What follows belongs to an exercise in optimizing a design on an open flow for small area and a short achievable clock period; a production flow would make more cautious choices. RTL that was checked went through simulation tests only; none was proved equivalent to the original. The clock input has no modelled driver; a real chip could not lean on it and would need a root buffer or a full tree. No activity file was given, so power comes from the tool's default toggle rates.

// alu
module alu(
             clk_p_i,
             reset_n_i,
             data_a_i,
             data_b_i,
             inst_i,
             data_o
             );
clock: 30.0 ns
lec_check: 0
abc_area: 1
cap_margin: 20
core_margin: 2
core_utilization: 40
cts_buf_list: sky130_fd_sc_hd__clkbuf_8
gpl_timing_driven: 0
slew_margin: 20
standard.sh (not shown) runs the stock make flow with config.mk's settings and CLKGATE_MAP_FILE= SYNTH_SCRIPT=/design/flow/synth_recipe.tcl, a recipe that flattens the netlist after the stock synthesis.
==> flow/flow/run.sh <==
#!/bin/bash
# Layout flow: the standard ORFS flow (standard.sh) with these changes.
#  1. Synthesis runs ORFS's own synthesis script unchanged, but without the
#     full/half-adder cell map (ADDER_MAP_FILE empty), so that ABC maps the
#     adder logic together with the rest of the logic.
#  2. ABC runs flow/abc_area.script in place of ORFS's area script: the
#     synthesis step uses a copy of ORFS's scripts folder in which only that
#     file is replaced.
#  3. Every port gets a buffer, as in the standard flow, but from
#     flow/buffer_ports.tcl (run before global placement): buf_1 cells on
#     the data inputs and outputs, and buf_4 on the reset input.
#  5. flow/settings.sh may set further ORFS variables for the layout steps
#     (for example a setup slack margin for timing repair).
# Each step's full output goes to a log file in this folder.
set -e
HERE=$(pwd)
rm -rf "$HERE/scripts"
cp -r "$FLOW_HOME/scripts" "$HERE/scripts"
cp "$HERE/flow/abc_area.script" "$HERE/scripts/abc_area.script"
export ADDER_MAP_FILE=
bash standard.sh SCRIPTS_DIR="$HERE/scripts" synth > "$HERE/log_synth.txt" 2>&1
export DONT_BUFFER_PORTS=1
export PRE_GLOBAL_PLACE_TCL="$HERE/flow/buffer_ports.tcl"
export POST_CTS_TCL="$HERE/flow/clock_one_level.tcl"
if [[ -f "$HERE/flow/settings.sh" ]]; then source "$HERE/flow/settings.sh"; fi
bash standard.sh finish > "$HERE/log_finish.txt" 2>&1
Other scripts of this flow, unchanged in this note and not shown: flow/flow/abc_area.script, flow/flow/buffer_ports.tcl, flow/flow/clock_one_level.tcl
Then changed:
--- a/flow/design.v
+++ b/flow/design.v
@@ -16,28 +16,25 @@
       reg     [7:0]    data_b_d1_r;
       reg     [2:0]    inst_d1_r;
       wire    [7:0]    a = data_a_d1_r;
       wire    [7:0]    b = data_b_d1_r;
       wire             op_sub = (inst_d1_r == 3'b001);
       wire             op_abs = (inst_d1_r == 3'b101);
       wire             inv    = op_sub | (op_abs & a[7]);
-      wire    [7:0]    x      = b & {8{~op_abs}};
+      wire    [7:0]    x      = op_abs ? 8'b0 : b;
       wire    [7:0]    y      = a ^ {8{inv}};
-      wire    [7:0]    p      = x ^ y;       
-      wire    [7:0]    g      = x & y;       
       wire    [8:0]    s;
       wire    [8:0]    sc;
       assign sc[0] = inv;
       genvar q2;
       generate for (q2 = 0; q2 < 8; q2 = q2 + 1) begin : g_add
-        assign s[q2]    = p[q2] ^ sc[q2];
-        assign sc[q2+1] = g[q2] | (p[q2] & sc[q2]);
+        assign {sc[q2+1], s[q2]} = x[q2] + y[q2] + sc[q2];
       end endgenerate
       assign s[8] = sc[8];
-      wire             s8     = p[7] ^ sc[8];
+      wire             s8     = x[7] ^ y[7] ^ s[8];
       wire    [15:0]   prod;
       wire bo_0 = b[0] ^ 1'b0;
       wire bt_0 = (b[1] & ~b[0] & ~1'b0) | (~b[1] & b[0] & 1'b0);
       wire bn_0 = b[1];
       wire pp_0_0 = ((bo_0 & a[0]) | (bt_0 & 1'b0)) ^ bn_0;
       wire pp_0_1 = ((bo_0 & a[1]) | (bt_0 & a[0])) ^ bn_0;
       wire pp_0_2 = ((bo_0 & a[2]) | (bt_0 & a[1])) ^ bn_0;
@@ -115,32 +112,40 @@
       wire [15:0] mrb = {1'b0,ps_3,m_47,m_45,m_43,m_41,m_39,m_37,m_35,m_33,m_31,m_29,m_27,bn_1,1'b0,bn_0};
       wire [16:0] mc; assign mc[0] = 1'b0;
       genvar q;
       generate for (q = 0; q < 16; q = q + 1) begin : g_fin
         assign {mc[q+1], prod[q]} = mra[q] + mrb[q] + mc[q];
       end endgenerate
       wire    [7:0]    rem;
+      wire    [9:0]    a3;
+      wire    [8:0]    a3c;
+      assign a3[0]  = a[0];
+      assign a3c[1] = 1'b0;
+      genvar q3;
+      generate for (q3 = 1; q3 < 8; q3 = q3 + 1) begin : g_a3
+        assign {a3c[q3+1], a3[q3]} = a[q3] + a[q3-1] + a3c[q3];
+      end endgenerate
+      assign {a3[9], a3[8]} = a[7] + a3c[8];
       wire    [9:0]    a1 = {2'b0, a};
       wire    [9:0]    a2 = {1'b0, a, 1'b0};
-      wire    [9:0]    a3 = a1 + a2;
       genvar j;
       generate
         for (j = 1; j <= 4; j = j + 1) begin : g_div
           wire [2*j-1:0] t;
           wire [2*j-1:0] r;
           wire [2*j:0]   d1, d2, d3;
           wire           f1, f2, f3, ge1, ge2, ge3;
           if (j == 1) begin : g_first
             assign t = b[7:6];
           end else begin : g_next
             assign t = {g_div[j-1].r, b[9-2*j:8-2*j]};
           end
-          assign f1 = ~|a1[9:2*j];
-          assign f2 = ~|a2[9:2*j];
-          assign f3 = ~|a3[9:2*j];
+          assign f1 = ({2'b0, a}       < (10'd1 << (2*j)));
+          assign f2 = ({1'b0, a, 1'b0} < (10'd1 << (2*j)));
+          assign f3 = ({2'b0, a} < ((10'd1 << (2*j)) + 10'd2) / 10'd3);
           assign d1 = {1'b0, t} - {1'b0, a1[2*j-1:0]};
           assign d2 = {1'b0, t} - {1'b0, a2[2*j-1:0]};
           assign d3 = {1'b0, t} - {1'b0, a3[2*j-1:0]};
           assign ge1 = f1 & ~d1[2*j];
           assign ge2 = f2 & ~d2[2*j];
           assign ge3 = f3 & ~d3[2*j];
           assign r = ge3 ? d3[2*j-1:0] : ge2 ? d2[2*j-1:0] : ge1 ? d1[2*j-1:0] : t;
@@ -150,16 +155,16 @@
       reg     [15:0]   ALU_d2_w;
       always@ (*)
       begin
           case(inst_d1_r)
             3'b000:    ALU_d2_w = {{7{s8}}, s8, s[7:0]};
             3'b001:    ALU_d2_w = {{7{s8}}, s8, s[7:0]};
             3'b010:    ALU_d2_w = prod;
-            3'b011:    ALU_d2_w = {8'b0, g};
-            3'b100:    ALU_d2_w = {8'b0, p};
+            3'b011:    ALU_d2_w = {8'b0, a & b};
+            3'b100:    ALU_d2_w = {8'b0, a ^ b};
             3'b101:    ALU_d2_w = {8'b0, s[7:0]};
             3'b110:    ALU_d2_w = {8'b0, s[8:1]};
             default:   ALU_d2_w = {8'b0, rem};
           endcase
       end
       always@(posedge clk_p_i)
           data_b_d1_r <= data_b_i;
Clock-buffer cell count stays the same.
Sequential cell count is unchanged.
Final area climbs by about 2%.
Hold slack is worse by 0.11 ns.
Clock skew climbs by 0.0074 ns.
Wire length barely changes.
Via count drops by about 4%.
Combinational power climbs by 12%.
Total power climbs by 8.1%.
Final cell count drops by about 3%.
Register-to-register slack is better by 0.44 ns.
Clock power drops by about 4%.
No run of this note included a check of the RTL's function; only the layout flow was run.

Another version of the RTL of alu (not shown whole).
Size in the first run: about 870 cells after synthesis, about 35 flip-flops, roughly 37 I/O pins.
==> flow/design.v (excerpt) <==
module alu(
             clk_p_i,
             reset_n_i,
             data_a_i,
             data_b_i,
             inst_i,
             data_o
             );
Settings: LEC_CHECK=0, ABC_AREA=1, CAP_MARGIN=20, CORE_MARGIN=2, CORE_UTILIZATION=40, CTS_BUF_LIST=sky130_fd_sc_hd__clkbuf_8, GPL_TIMING_DRIVEN=0, SLEW_MARGIN=20; clock period 30.0 ns.
Scripts as last shown in full above: flow/flow/run.sh
Other scripts of this flow, unchanged in this note and not shown: flow/flow/abc_area.script, flow/flow/buffer_ports.tcl, flow/flow/clock_one_level.tcl
Rerun with:
--- a/flow/design.v
+++ b/flow/design.v
@@ -8,26 +8,27 @@
              );
       input           clk_p_i;
       input           reset_n_i;
       input   [7:0]   data_a_i;
       input   [7:0]   data_b_i;
       input   [2:0]   inst_i;
       output reg  [15:0]  data_o;
       reg     [7:0]    data_a_d1_r;
       reg     [7:0]    data_b_d1_r;
       reg     [2:0]    inst_d1_r;
       wire    [7:0]    a = data_a_d1_r;
       wire    [7:0]    b = data_b_d1_r;
-      wire             op_sub = (inst_d1_r == 3'b001);
-      wire             op_abs = (inst_d1_r == 3'b101);
+      wire    [2:0]    inst = inst_d1_r ^ 3'b011;
+      wire             op_sub = (inst == 3'b001);
+      wire             op_abs = (inst == 3'b101);
       wire             inv    = op_sub | (op_abs & a[7]);
       wire    [7:0]    x      = op_abs ? 8'b0 : b;
       wire    [7:0]    y      = a ^ {8{inv}};
       wire    [8:0]    s;
       wire    [8:0]    sc;
       assign sc[0] = inv;
       genvar q2;
       generate for (q2 = 0; q2 < 8; q2 = q2 + 1) begin : g_add
         assign {sc[q2+1], s[q2]} = x[q2] + y[q2] + sc[q2];
       end endgenerate
       assign s[8] = sc[8];
       wire             s8     = x[7] ^ y[7] ^ s[8];
@@ -101,30 +102,29 @@
       wire m_29, m_30; assign {m_30,m_29} = m_9 + pp_2_0 + bn_2;
       wire m_31, m_32; assign {m_32,m_31} = m_10 + m_11 + pp_2_1;
       wire m_33, m_34; assign {m_34,m_33} = m_12 + m_13 + bn_3;
       wire m_35, m_36; assign {m_36,m_35} = m_14 + m_15 + pp_3_1;
       wire m_37, m_38; assign {m_38,m_37} = m_16 + m_17 + 1'b1;
       wire m_39, m_40; assign {m_40,m_39} = m_18 + m_19 + 1'b1;
       wire m_41, m_42; assign {m_42,m_41} = m_20 + m_21 + pp_3_4;
       wire m_43, m_44; assign {m_44,m_43} = m_22 + m_23 + 1'b1;
       wire m_45, m_46; assign {m_46,m_45} = m_24 + ps_2 + pp_3_6;
       wire m_47, m_48; assign {m_48,m_47} = pp_3_7 + 1'b1;
       wire [15:0] mra = {1'b1,m_48,m_46,m_44,m_42,m_40,m_38,m_36,m_34,m_32,m_30,m_28,m_26,m_25,pp_0_1,pp_0_0};
       wire [15:0] mrb = {1'b0,ps_3,m_47,m_45,m_43,m_41,m_39,m_37,m_35,m_33,m_31,m_29,m_27,bn_1,1'b0,bn_0};
-      wire [8:0] mc; assign mc[0] = 1'b0;
+      wire [16:0] mc; assign mc[0] = 1'b0;
       genvar q;
-      generate for (q = 0; q < 8; q = q + 1) begin : g_fin
+      generate for (q = 0; q < 16; q = q + 1) begin : g_fin
         assign {mc[q+1], prod[q]} = mra[q] + mrb[q] + mc[q];
       end endgenerate
-      assign prod[15:8] = mra[15:8] + mrb[15:8] + {7'b0, mc[8]};
       wire    [7:0]    rem;
       wire    [9:0]    a1 = {2'b0, a};
       wire    [9:0]    a2 = {1'b0, a, 1'b0};
       wire    [9:0]    a3 = a1 + a2;
       genvar j;
       generate
         for (j = 1; j <= 4; j = j + 1) begin : g_div
           wire [2*j-1:0] t;
           wire [2*j-1:0] r;
           wire [2*j:0]   d1, d2, d3;
           wire           f1, f2, f3, ge1, ge2, ge3;
           if (j == 1) begin : g_first
@@ -139,41 +139,41 @@
           assign d2 = {1'b0, t} - {1'b0, a2[2*j-1:0]};
           assign d3 = {1'b0, t} - {1'b0, a3[2*j-1:0]};
           assign ge1 = f1 & ~d1[2*j];
           assign ge2 = f2 & ~d2[2*j];
           assign ge3 = f3 & ~d3[2*j];
           assign r = ge3 ? d3[2*j-1:0] : ge2 ? d2[2*j-1:0] : ge1 ? d1[2*j-1:0] : t;
         end
       endgenerate
       assign rem = g_div[4].r;
       reg     [15:0]   ALU_d2_w;
       always@ (*)
       begin
-          case(inst_d1_r)
+          case(inst)
             3'b000:    ALU_d2_w = {{7{s8}}, s8, s[7:0]};
             3'b001:    ALU_d2_w = {{7{s8}}, s8, s[7:0]};
             3'b010:    ALU_d2_w = prod;
             3'b011:    ALU_d2_w = {8'b0, a & b};
             3'b100:    ALU_d2_w = {8'b0, a ^ b};
             3'b101:    ALU_d2_w = {8'b0, s[7:0]};
             3'b110:    ALU_d2_w = {8'b0, s[8:1]};
             default:   ALU_d2_w = {8'b0, rem};
           endcase
       end
       always@(posedge clk_p_i)
           data_b_d1_r <= data_b_i;
       always@(posedge clk_p_i or negedge reset_n_i)
       begin
           if (reset_n_i == 1'b0)
           begin
             data_a_d1_r <= 0;
-            inst_d1_r   <= 3'b011;
+            inst_d1_r   <= 3'b000;
             data_o <= 0;
           end
           else
           begin
             data_a_d1_r <= data_a_i;
-            inst_d1_r   <= inst_i;
+            inst_d1_r   <= inst_i ^ 3'b011;
             data_o <= ALU_d2_w;
           end
       end
 endmodule
Die area rises by 0.50%.
Final cell count barely changes.
Final area rises by 0.48%.
Core utilization hardly moves.
Register-to-register slack gains 310 ps.
Clock-buffer cell count stays the same.
Function was not checked in any run of this note: the RTL went through the layout flow alone.

the reference run:
Another version of the RTL of alu (not shown whole).
Size: roughly 35 flip-flops, roughly 37 I/O pins, ~5500 sq um of cells after synthesis.
clock: 30.0 ns
lec_check: 0
abc_area: 1
cap_margin: 20
core_margin: 2
core_utilization: 40
cts_buf_list: sky130_fd_sc_hd__clkbuf_8
gpl_timing_driven: 0
slew_margin: 20
Scripts as last shown in full above: flow/flow/run.sh
Other scripts of this flow, unchanged in this note and not shown: flow/flow/abc_area.script, flow/flow/buffer_ports.tcl, flow/flow/clock_one_level.tcl
Setup changes, the reference run to the trial run
-- flow/design.v --
<<< the reference run, line 111
      wire [15:0] mra = {1'b1,m_48,m_46,m_44,m_42,m_40,m_38,m_36,m_34,m_32,m_30,m_28,m_26,m_25,pp_0_1,pp_0_0};
      wire [15:0] mrb = {1'b0,ps_3,m_47,m_45,m_43,m_41,m_39,m_37,m_35,m_33,m_31,m_29,m_27,bn_1,1'b0,bn_0};
      assign prod = mra + mrb;
      wire    [7:0]    rem;
      wire    [9:0]    a1 = {2'b0, a};
>>> the trial run, line 111
      wire [15:0] mra = {1'b1,m_48,m_46,m_44,m_42,m_40,m_38,m_36,m_34,m_32,m_30,m_28,m_26,m_25,pp_0_1,pp_0_0};
      wire [15:0] mrb = {1'b0,ps_3,m_47,m_45,m_43,m_41,m_39,m_37,m_35,m_33,m_31,m_29,m_27,bn_1,1'b0,bn_0};
      wire [16:0] mc; assign mc[0] = 1'b0;
      genvar q;
      generate for (q = 0; q < 16; q = q + 1) begin : g_fin
        assign {mc[q+1], prod[q]} = mra[q] + mrb[q] + mc[q];
      end endgenerate
      wire    [7:0]    rem;
      wire    [9:0]    a1 = {2'b0, a};
Notes after the runs:
- Going from the reference run to the trial run, the layout buffer count excluding clock buffers was found to have gone up by 1.7%.
- Compared with the reference run, final cell area excluding filler cells in the trial run decreased by a few percent.
- The run with more routed wire is the reference run, not the trial run.
- On worst endpoint data arrival time, the trial run and the reference run are basically level.
- Between the reference run and the trial run, synthesized cell count decreased.
- Diff the reference run -> the trial run | power share of the combinational group | increase of 1.4 points
- | relative area of non-clock buffer cells in the final design | the trial run vs the reference run | ≈ equal |
- Going from the reference run to the trial run, the total routing resource utilization after global routing was found to have gone down by 0.46 points.
- Met2 demand-to-capacity share in global routing delta for the trial run relative to the reference run: 2.4 points higher
- The run with more setup slack is the reference run; the trial run has less.
For the reference run, only the layout was checked, not whether the RTL still works.

[separate check: timing with driven ports]
How much do the figures lean on ideal ports? The routed layouts below were timed once more, with nothing changed but the port constraints. Step 1, drivers: a clkbuf_16 drives clk_p_i and a buf_2 each remaining input, both assumed. Step 2 moves the port delays by t, midway between the first and last clock arrival at a register: inputs arrive t later, outputs are due t later. That takes back most of the time a late clock gives input paths. Three values: no drivers, after step 1, after step 2; two values: the first two.
run	shift t [ns]	setup slack, ns	worst register clock-pin slew, ns	worst data-port slew with drivers (ns)	cell pins on the clock port's net
the first run of note 1	0.191	23.089 / 23.089 / 23.089	0.07 / 0.07	0.03	4
the second run of note 1	0.204	23.364 / 23.288 / 23.492	0.07 / 0.07	0.03	4
the first run of note 2	0.200	22.941 / 22.941 / 22.941	0.09 / 0.09	0.04	4
the second run of note 2	0.198	23.255 / 23.255 / 23.255	0.08 / 0.08	0.03	4
the reference run	0.199	23.372 / 23.306 / 23.505	0.08 / 0.08	0.03	4
the trial run	0.203	23.358 / 23.295 / 23.497	0.10 / 0.10	0.03	4
After both steps setup and hold are still met in every run listed.
